Context: an optimization exercise on an open-source flow, tuned for a short achievable clock period and few clock cycles. The choices shown serve that exercise and are no tape-out recipe.
At most, simulation tests tie the RTL to the original design; equivalence was not proved.
Power is estimated from default activity; no workload was simulated.

==> run a: inputs <==
## Pipeline_top
module Pipeline_top(
    input         clk,
    input         rst,
    output [31:0] imem_addr,
    input  [31:0] imem_rdata,
    output [31:0] dmem_addr,
    output [31:0] dmem_wdata,
    output        dmem_we,
    input  [31:0] dmem_rdata
);
    localparam BB = 4;               
    localparam BN = 1 << BB;         
    localparam TB = 10 - BB;         
    reg  [31:0] pcFn;                
    reg  [BN-1:0] pcI;               
    reg  [31:0] pcO;                 
    wire [31:0] pcF = ~pcFn;
    reg         vD;
    reg  [31:0] instrD, pcD;
    reg         pdB, pdT, pdBS;      
    reg  [31:1] rs1oh, rs2oh;        
    reg         stallR;              
    reg  [13:0] tloD;                
    reg         hitD, predTD;
    reg  [11:0] bimmD;
    reg         regwE, memwE, loadE, brE, predTE;
    reg         bneE;
    reg  [4:0]  rdE;
    reg         addE, subE, andE, orE, sltE;
    reg         fsME, fsLE;
    reg  [31:0] opAE, opBXE, sdE, altE, tgtE;
    reg  [11:0] bimmE;
    reg         aokE;
    reg  [BB-1:0] bidxE;
    reg  [TB-1:0] btagE;
    reg         regwM, memwM, loadM;
    reg  [4:0]  rdM;
    reg  [31:0] aluO, aluMn, wdM;    
    reg         bupdM, takenM;
    reg  [BB-1:0] bidxM;
    reg  [TB-1:0] btagM;
    reg  [9:0]  btgtM;
    reg  [11:0] bimmM;
    reg         uhitM, utv0M;
    reg  [1:0]  uctr0M;
    reg  [4:0]  ucnt0M, utrp0M;
    reg         regwW;
    reg  [4:0]  rdW;
    reg  [31:0] resW;
    reg  [32*32-1:0] rf;             
    reg  [BN-1:0] btb_v;
    reg  [BN-1:0] btb_pred;          
    reg  [BN*TB-1:0] btb_tag;
    reg  [BN*10-1:0] btb_tgt;
    reg  [BN*12-1:0] btb_imm;         
    reg  [BN*2-1:0]  btb_ctr;
    reg  [BN*5-1:0]  btb_cnt;         
    reg  [BN*5-1:0]  btb_trip;        
    reg  [BN-1:0]    btb_tv;          
    assign imem_addr = pcO;
    reg  [BN-1:0] fm;
    reg  [9:0]  f_btgt;
    reg  [11:0] f_bimm;
    integer k;
    always @(*) begin
        f_btgt = 10'd0;
        f_bimm = 12'd0;
        for (k = 0; k < BN; k = k + 1) begin
            fm[k] = btb_v[k] & pcI[k] & (btb_tag[k*TB +: TB] == pcF[11:BB+2]);
            f_btgt = f_btgt | ({10{fm[k]}} & btb_tgt[k*10 +: 10]);
            f_bimm = f_bimm | ({12{fm[k]}} & btb_imm[k*12 +: 12]);
        end
    end
    wire        f_hit   = |fm;
  ...
==> flow/config.mk <==
export PLATFORM = sky130hd
export DESIGN_NAME = Pipeline_top
export DESIGN_NICKNAME = Pipeline_top
export VERILOG_FILES = /design/flow/design.v
export SDC_FILE = /design/flow/constraint.sdc
export NUM_CORES = 4
export LEC_CHECK = 0
export CAP_MARGIN = 20
export CORE_MARGIN = 2
export CORE_UTILIZATION = 55
export CTS_CLUSTER_DIAMETER = 80
export CTS_CLUSTER_SIZE = 20
export SLEW_MARGIN = 20
==> flow/constraint.sdc <==
create_clock -name core_clock -period 10.0 [get_ports {clk}]
set_input_delay 2.0000 -clock core_clock [delete_from_list [all_inputs] [get_ports {clk}]]
set_output_delay 2.0000 -clock core_clock [all_outputs]
set_load 0.01 [all_outputs]
standard.sh (not shown) runs the stock make flow with config.mk's settings and CLKGATE_MAP_FILE= SYNTH_SCRIPT=/design/flow/synth_recipe.tcl, a recipe that flattens the netlist after the stock synthesis.
==> flow/flow/run.sh <==
#!/bin/bash
# Standard ORFS layout with a larger setup-slack target for the timing repair
# steps (the constraints and clock period are the standard flow's own).
set -euo pipefail
bash standard.sh SETUP_SLACK_MARGIN=7 finish > standard_flow.log 2>&1
==> run b: changes against run a <==
==> flow/design.v (replaced) <==
module Pipeline_top(
    input         clk,
    input         rst,
    output [31:0] imem_addr,
    input  [31:0] imem_rdata,
    output [31:0] dmem_addr,
    output [31:0] dmem_wdata,
    output        dmem_we,
    input  [31:0] dmem_rdata
);
    localparam BB = 4;               
    localparam BN = 1 << BB;         
    localparam TB = 10 - BB;         
    reg  [31:0] pcF;                 
    reg  [BN-1:0] pcI;               
    reg  [31:0] pcOn;                
    reg         vD;
    reg  [31:0] instrD, pcD;
    reg         pdB, pdT, pdBS;      
    reg         hitD, predTD;
    reg  [11:0] bimmD;
    reg         regwE, memwE, loadE, brE, predTE;
    reg         bneE;
    reg  [4:0]  rdE;
    reg         addE, subE, andE, orE, sltE;
    reg         fsME, fsLE;
    reg  [31:0] opAE, opBXE, sdE, altE, tgtE;
    reg  [11:0] bimmE;
    reg         aokE;
    reg  [BB-1:0] bidxE;
    reg  [TB-1:0] btagE;
    reg         regwM, memwM, loadM;
    reg  [4:0]  rdM;
    reg  [31:0] aluM, wdM;
    reg         redirM;              
    reg  [31:0] rpcM;
    reg         bupdM, takenM;
    reg  [BB-1:0] bidxM;
    reg  [TB-1:0] btagM;
    reg  [9:0]  btgtM;
    reg  [11:0] bimmM;
    reg         uhitM, utv0M;
    reg  [1:0]  uctr0M;
    reg  [4:0]  ucnt0M, utrp0M;
    reg         regwW;
    reg  [4:0]  rdW;
    reg  [31:0] resW;
    reg  [31:0] rf [1:31];
    reg  [BN-1:0] btb_v;
    reg  [BN-1:0] btb_pred;          
    reg  [BN*TB-1:0] btb_tag;
    reg  [BN*10-1:0] btb_tgt;
    reg  [BN*12-1:0] btb_imm;         
    reg  [BN*2-1:0]  btb_ctr;
    reg  [BN*5-1:0]  btb_cnt;         
    reg  [BN*5-1:0]  btb_trip;        
    reg  [BN-1:0]    btb_tv;          
    assign imem_addr = ~pcOn;
    reg  [BN-1:0] fm;
    reg  [9:0]  f_btgt;
    reg  [11:0] f_bimm;
    integer k;
    always @(*) begin
        f_btgt = 10'd0;
        f_bimm = 12'd0;
        for (k = 0; k < BN; k = k + 1) begin
            fm[k] = btb_v[k] & pcI[k] & (btb_tag[k*TB +: TB] == pcF[11:BB+2]);
            f_btgt = f_btgt | ({10{fm[k]}} & btb_tgt[k*10 +: 10]);
            f_bimm = f_bimm | ({12{fm[k]}} & btb_imm[k*12 +: 12]);
        end
    end
    wire        f_hit   = |fm;
    wire        f_predT = |(fm & btb_pred);
    wire [31:0] pc4F    = pcF + 32'd4;
    wire        f_isB   = (imem_rdata[6:0] == 7'b1100011);
    wire [6:0] op     = instrD[6:0];
    wire [4:0] rdD    = instrD[11:7];
    wire [2:0] f3     = instrD[14:12];
    wire [4:0] rs1    = instrD[19:15];
    wire [4:0] rs2    = instrD[24:20];
    wire isR = (op == 7'b0110011);
    wire isI = (op == 7'b0010011);
    wire isL = (op == 7'b0000011);
    wire isS = (op == 7'b0100011);
    wire isB = (op == 7'b1100011);
    wire use1 = isR | isI | isL | isS | isB;
    wire regwD = vD & (isR | isI | isL) & (rdD != 5'd0);
    wire [31:0] immI = {{20{instrD[31]}}, instrD[31:20]};
    wire [31:0] immS = {{20{instrD[31]}}, instrD[31:25], instrD[11:7]};
    wire aluop = isR | isI;
    wire sltD  = aluop & (f3 == 3'b010);
    wire orD   = aluop & (f3 == 3'b110);
    wire andD  = aluop & (f3 == 3'b111);
    wire addD  = ~(sltD | orD | andD);
    wire subD  = (isR & (f3 == 3'b000) & instrD[30]) | sltD;
    wire [31:0] resM = loadM ? dmem_rdata : aluM;
    wire [31:0] rf1 = (rs1 == 5'd0) ? 32'd0 : (regwW & (rdW == rs1)) ? resW : rf[rs1];
    wire [31:0] rf2 = (rs2 == 5'd0) ? 32'd0 : (regwW & (rdW == rs2)) ? resW : rf[rs2];
    wire fa_m = regwE & (rdE == rs1);
    wire fa_w = regwM & (rdM == rs1);
    wire fs_m = regwE & (rdE == rs2);
    wire fs_w = regwM & (rdM == rs2);
    wire bReg = isR | isB;
    wire fb_m = bReg & fs_m;
    wire [31:0] srcA = fa_w ? resM : rf1;
    wire [31:0] srcS = fs_w ? resM : rf2;
    wire [31:0] srcB = bReg ? srcS : (isS ? immS : immI);
    wire stall = vD & loadE & regwE & ((use1 & (rdE == rs1)) | (bReg & (rdE == rs2)));
    wire [31:0] pc4D    = pcD + 32'd4;
    wire [12:0] immBt   = {pdBS, instrD[7], instrD[30:25], instrD[11:8], 1'b0};
    wire [13:0] tlo     = {1'b0, pcD[12:0]} + {1'b0, immBt};
    wire [18:0] hiP1    = pcD[31:13] + 19'd1;
    wire [18:0] hiM1    = pcD[31:13] - 19'd1;
    wire        hiSame  = pdBS ? tlo[13] : ~tlo[13];
    wire [18:0] thiC1   = pdBS ? pcD[31:13] : hiP1;      
    wire [18:0] thiC0   = pdBS ? hiM1 : pcD[31:13];      
    wire [18:0] thi     = tlo[13] ? thiC1 : thiC0;
    wire [31:0] tgtD    = {thi, tlo[12:0]};
    wire        staticT = pdT;
    wire        mismD   = hitD & predTD & ~(pdB & (immBt[12:1] == bimmD));
    wire        predTD2 = (hitD & ~mismD) ? predTD : staticT;
    wire        id_redirect = vD & ~stall & (mismD | (~hitD & staticT));
    wire [31:0] id_pc   = staticT ? tgtD : pc4D;
    wire killE = redirM;             
    wire [31:0] A  = opAE;
    wire [31:0] BX = opBXE;
    wire [31:0] SD = fsLE ? dmem_rdata : fsME ? aluM : sdE;
    wire [32:0] sum33 = {A, 1'b1} + {BX, subE};
    wire [31:0] sum   = sum33[32:1];
    wire        lt    = (A[31] ^ BX[31]) ? sum[31] : A[31];
    wire [31:0] aluE  = ({32{addE}} & sum) |
                        ({32{andE}} & (A & BX)) |
                        ({32{orE}}  & (A | BX)) |
                        {31'd0, sltE & lt};
    wire eq     = (A == BX);              
    wire takenE = eq ^ bneE;
    wire [31:0] pc_next = redirM      ? rpcM :
                          stall       ? pcF :
                          id_redirect ? id_pc :
                          f_predT     ? {pcF[31:12], f_btgt, 2'b00} : pc4F;
    always @(posedge clk) begin
        pcF  <= rst ? pc_next : 32'd0;
        pcOn <= rst ? ~pc_next : 32'hFFFF_FFFF;
    end
    always @(posedge clk or negedge rst) begin
        if (!rst) pcI <= {{(BN-1){1'b0}}, 1'b1};
        else      pcI <= {{(BN-1){1'b0}}, 1'b1} << pc_next[BB+1:2];
    end
    always @(posedge clk or negedge rst) begin
        if (!rst) begin
            vD <= 1'b0;
        end else if (redirM | id_redirect) begin
            vD <= 1'b0;
        end else if (!stall) begin
            vD <= 1'b1;
        end
    end
    always @(posedge clk) begin
        if (!stall) begin
            instrD <= imem_rdata;
            pdB    <= f_isB;
            pdT    <= f_isB & ((imem_rdata[14:12] == 3'b001) | imem_rdata[31]);
            pdBS   <= f_isB & imem_rdata[31];
            pcD    <= pcF;
            hitD   <= f_hit;
            predTD <= f_predT;
            bimmD  <= f_bimm;
        end
    end
    wire bubbleE = redirM | stall | ~vD;
    always @(posedge clk or negedge rst) begin
        if (!rst) begin
            regwE <= 1'b0; memwE <= 1'b0; loadE <= 1'b0; brE <= 1'b0;
        end else if (bubbleE) begin
            regwE <= 1'b0; memwE <= 1'b0; loadE <= 1'b0; brE <= 1'b0;
        end else begin
            regwE  <= regwD;
            memwE  <= isS;
            loadE  <= isL;
            brE    <= isB;
        end
    end
    always @(posedge clk) begin
        rdE    <= rdD;
        bneE   <= (f3 == 3'b001);
        predTE <= predTD2;
        addE   <= addD;
        subE   <= subD;
        sltE   <= sltD;
        orE    <= orD;
        andE   <= andD;
        fsME   <= fs_m & ~loadE;
        fsLE   <= fs_m & loadE;
        opAE   <= fa_m ? aluE : srcA;
        opBXE  <= (fb_m ? aluE : srcB) ^ {32{subD}};
        sdE    <= srcS;
        altE   <= predTD2 ? pc4D : tgtD;
        tgtE   <= tgtD;
        bimmE  <= immBt[12:1];
        aokE   <= hiSame & (tlo[12] == pcD[12]);
        bidxE  <= pcD[BB+1:2];
        btagE  <= pcD[11:BB+2];
    end
    always @(posedge clk or negedge rst) begin
        if (!rst) begin
            regwM <= 1'b0; loadM <= 1'b0; bupdM <= 1'b0; redirM <= 1'b0;
        end else begin
            regwM  <= regwE & ~killE;
            loadM  <= loadE & ~killE;
            bupdM  <= brE & aokE & ~killE;
            redirM <= brE & (takenE ^ predTE) & ~killE;
        end
    end
    always @(posedge clk) begin
        memwM  <= rst & memwE & ~killE;
        rdM    <= rdE;
        aluM   <= aluE;
        wdM    <= SD;
        rpcM   <= altE;
        takenM <= takenE;
        bidxM  <= bidxE;
        btagM  <= btagE;
        btgtM  <= tgtE[11:2];
        bimmM  <= bimmE;
    end
    assign dmem_addr  = aluM;
    assign dmem_wdata = wdM;
    assign dmem_we    = memwM;
    always @(posedge clk or negedge rst) begin
        if (!rst) regwW <= 1'b0;
        else      regwW <= regwM;
    end
    always @(posedge clk) begin
        rdW  <= rdM;
        resW <= resM;
    end
    always @(posedge clk) begin
        if (regwW) rf[rdW] <= resW;
    end
    wire [1:0] u_ctr = ~uhitM ? {2{takenM}} :
                       takenM ? ((uctr0M == 2'b11) ? 2'b11 : uctr0M + 2'b01) :
                                ((uctr0M == 2'b00) ? 2'b00 : uctr0M - 2'b01);
    wire [4:0] u_cnt = ~takenM ? 5'd0 :
                       ~uhitM ? 5'd1 :
                       (ucnt0M == 5'd31) ? 5'd31 : ucnt0M + 5'd1;
    wire [4:0] u_trp = (uhitM & ~takenM) ? ucnt0M : utrp0M;
    wire       u_tv  = uhitM & (takenM ? utv0M : (ucnt0M != 5'd31));
    wire       u_pred = (bimmM[11] & u_tv) ? (u_cnt != u_trp) : u_ctr[1];
    wire same = bupdM & (bidxM == bidxE);
    integer w;
    always @(posedge clk) begin
        uhitM  <= same ? (btagM == btagE) : (btb_v[bidxE] & (btb_tag[bidxE*TB +: TB] == btagE));
        uctr0M <= same ? u_ctr : btb_ctr[bidxE*2 +: 2];
        ucnt0M <= same ? u_cnt : btb_cnt[bidxE*5 +: 5];
        utrp0M <= same ? u_trp : btb_trip[bidxE*5 +: 5];
        utv0M  <= same ? u_tv  : btb_tv[bidxE];
    end
    always @(posedge clk or negedge rst) begin
        if (!rst) btb_v <= {BN{1'b0}};
        else if (bupdM) btb_v[bidxM] <= 1'b1;
    end
    always @(posedge clk) begin
        for (w = 0; w < BN; w = w + 1) begin
            if (bupdM && bidxM == w) begin
                btb_tag[w*TB +: TB] <= btagM;
                btb_tgt[w*10 +: 10] <= btgtM;
                btb_imm[w*12 +: 12] <= bimmM;
                btb_ctr[w*2 +: 2]   <= u_ctr;
                btb_cnt[w*5 +: 5]   <= u_cnt;
                btb_trip[w*5 +: 5]  <= u_trp;
                btb_tv[w]           <= u_tv;
                btb_pred[w]         <= u_pred;
            end
        end
    end
endmodule
==> flow/config.mk (replaced) <==
export PLATFORM = sky130hd
export DESIGN_NAME = Pipeline_top
export DESIGN_NICKNAME = Pipeline_top
export VERILOG_FILES = /design/flow/design.v
export SDC_FILE = /design/flow/constraint.sdc
export NUM_CORES = 4
export LEC_CHECK = 0
export CAP_MARGIN = 20
export CORE_MARGIN = 2
export CORE_UTILIZATION = 40
export SLEW_MARGIN = 20
==> qor summary <==
metric                                                         run b                run a
Synth Area in Compound Gates                                  7.353%               14.38%
Share of total power consumed by net switching                25.17%               26.00%
Vias in the first global route                                 61150                64830
Run status                                  timing/DRC/antenna clean  timing/DRC/antenna clean
First-pass GRT wire length                                 462500 um            507800 um
Overall power                                               21.78 mW             19.92 mW
Number of nets in the synthesized netlist                       6277                 6733
R2r startpoint                                   instrD[8]$_DFFE_PN_  pcFn[10]$_SDFF_PN1_
Drt first-iter violations                                       8704                13080
Area taken by multi-input logic gates                  0.03626 sq mm        0.03103 sq mm
Vias per std cell                                              6.304                7.446
Yosys cell types                                                  95                   98
CP Launch Type                                             flip-flop        primary input
Seq pwr share                                                  51.5%                58.0%
Endpoint, Worst Hold                                rpcM[23]$_DFF_P_     btgtM[1]$_DFF_P_
Met3 Usage GRT                                                5.455%               12.53%
Critical path's largest stage delay                          0.44 ns              0.34 ns
Multi-In Gates                                                  3364                 3695
Layout buffering overhead excluding clock cells               6.681%               5.487%
Fraction of synthesized area in multiplexers                  17.42%               3.593%
Layout sequential cell count                                    2212                 2277
Hold slack final                                           0.3210 ns            0.3344 ns
Testbench counts of run a, summed over its fixed seeds: cycles 94,733.
Function not checked in run b: the RTL went through the layout flow alone.

-- separate check: timing with driven ports --
The results above use ideal ports. As a check the final layouts listed here were re-extracted and re-timed, cells and wires unchanged.
Step 1, drivers: a clkbuf_16 drives clk and a buf_2 each remaining input, both assumed.
Step 2 times the ports against the registers' clock, not the clock port: input delays grow and output delays shrink by t, the midpoint of the rising clock arrivals with the driver on.
Three values: ideal, step 1, step 2; two values: the first two.
run	t, ns	setup slack, ns	worst hold slack (ns)	worst slew at a driven data input, ns	cell pins on the clock port's net
run a	0.918	6.639 / 6.581 / 5.761	0.334 / 0.334 / 0.334	0.15	1
run b	0.968	6.532 / 6.457 / 6.030	0.321 / 0.321 / 0.321	0.19	1
After both steps every run listed still meets setup and hold. For run a, which loses most, drivers alone change the setup slack by -0.058 ns; drivers and shift together by -0.878 ns.
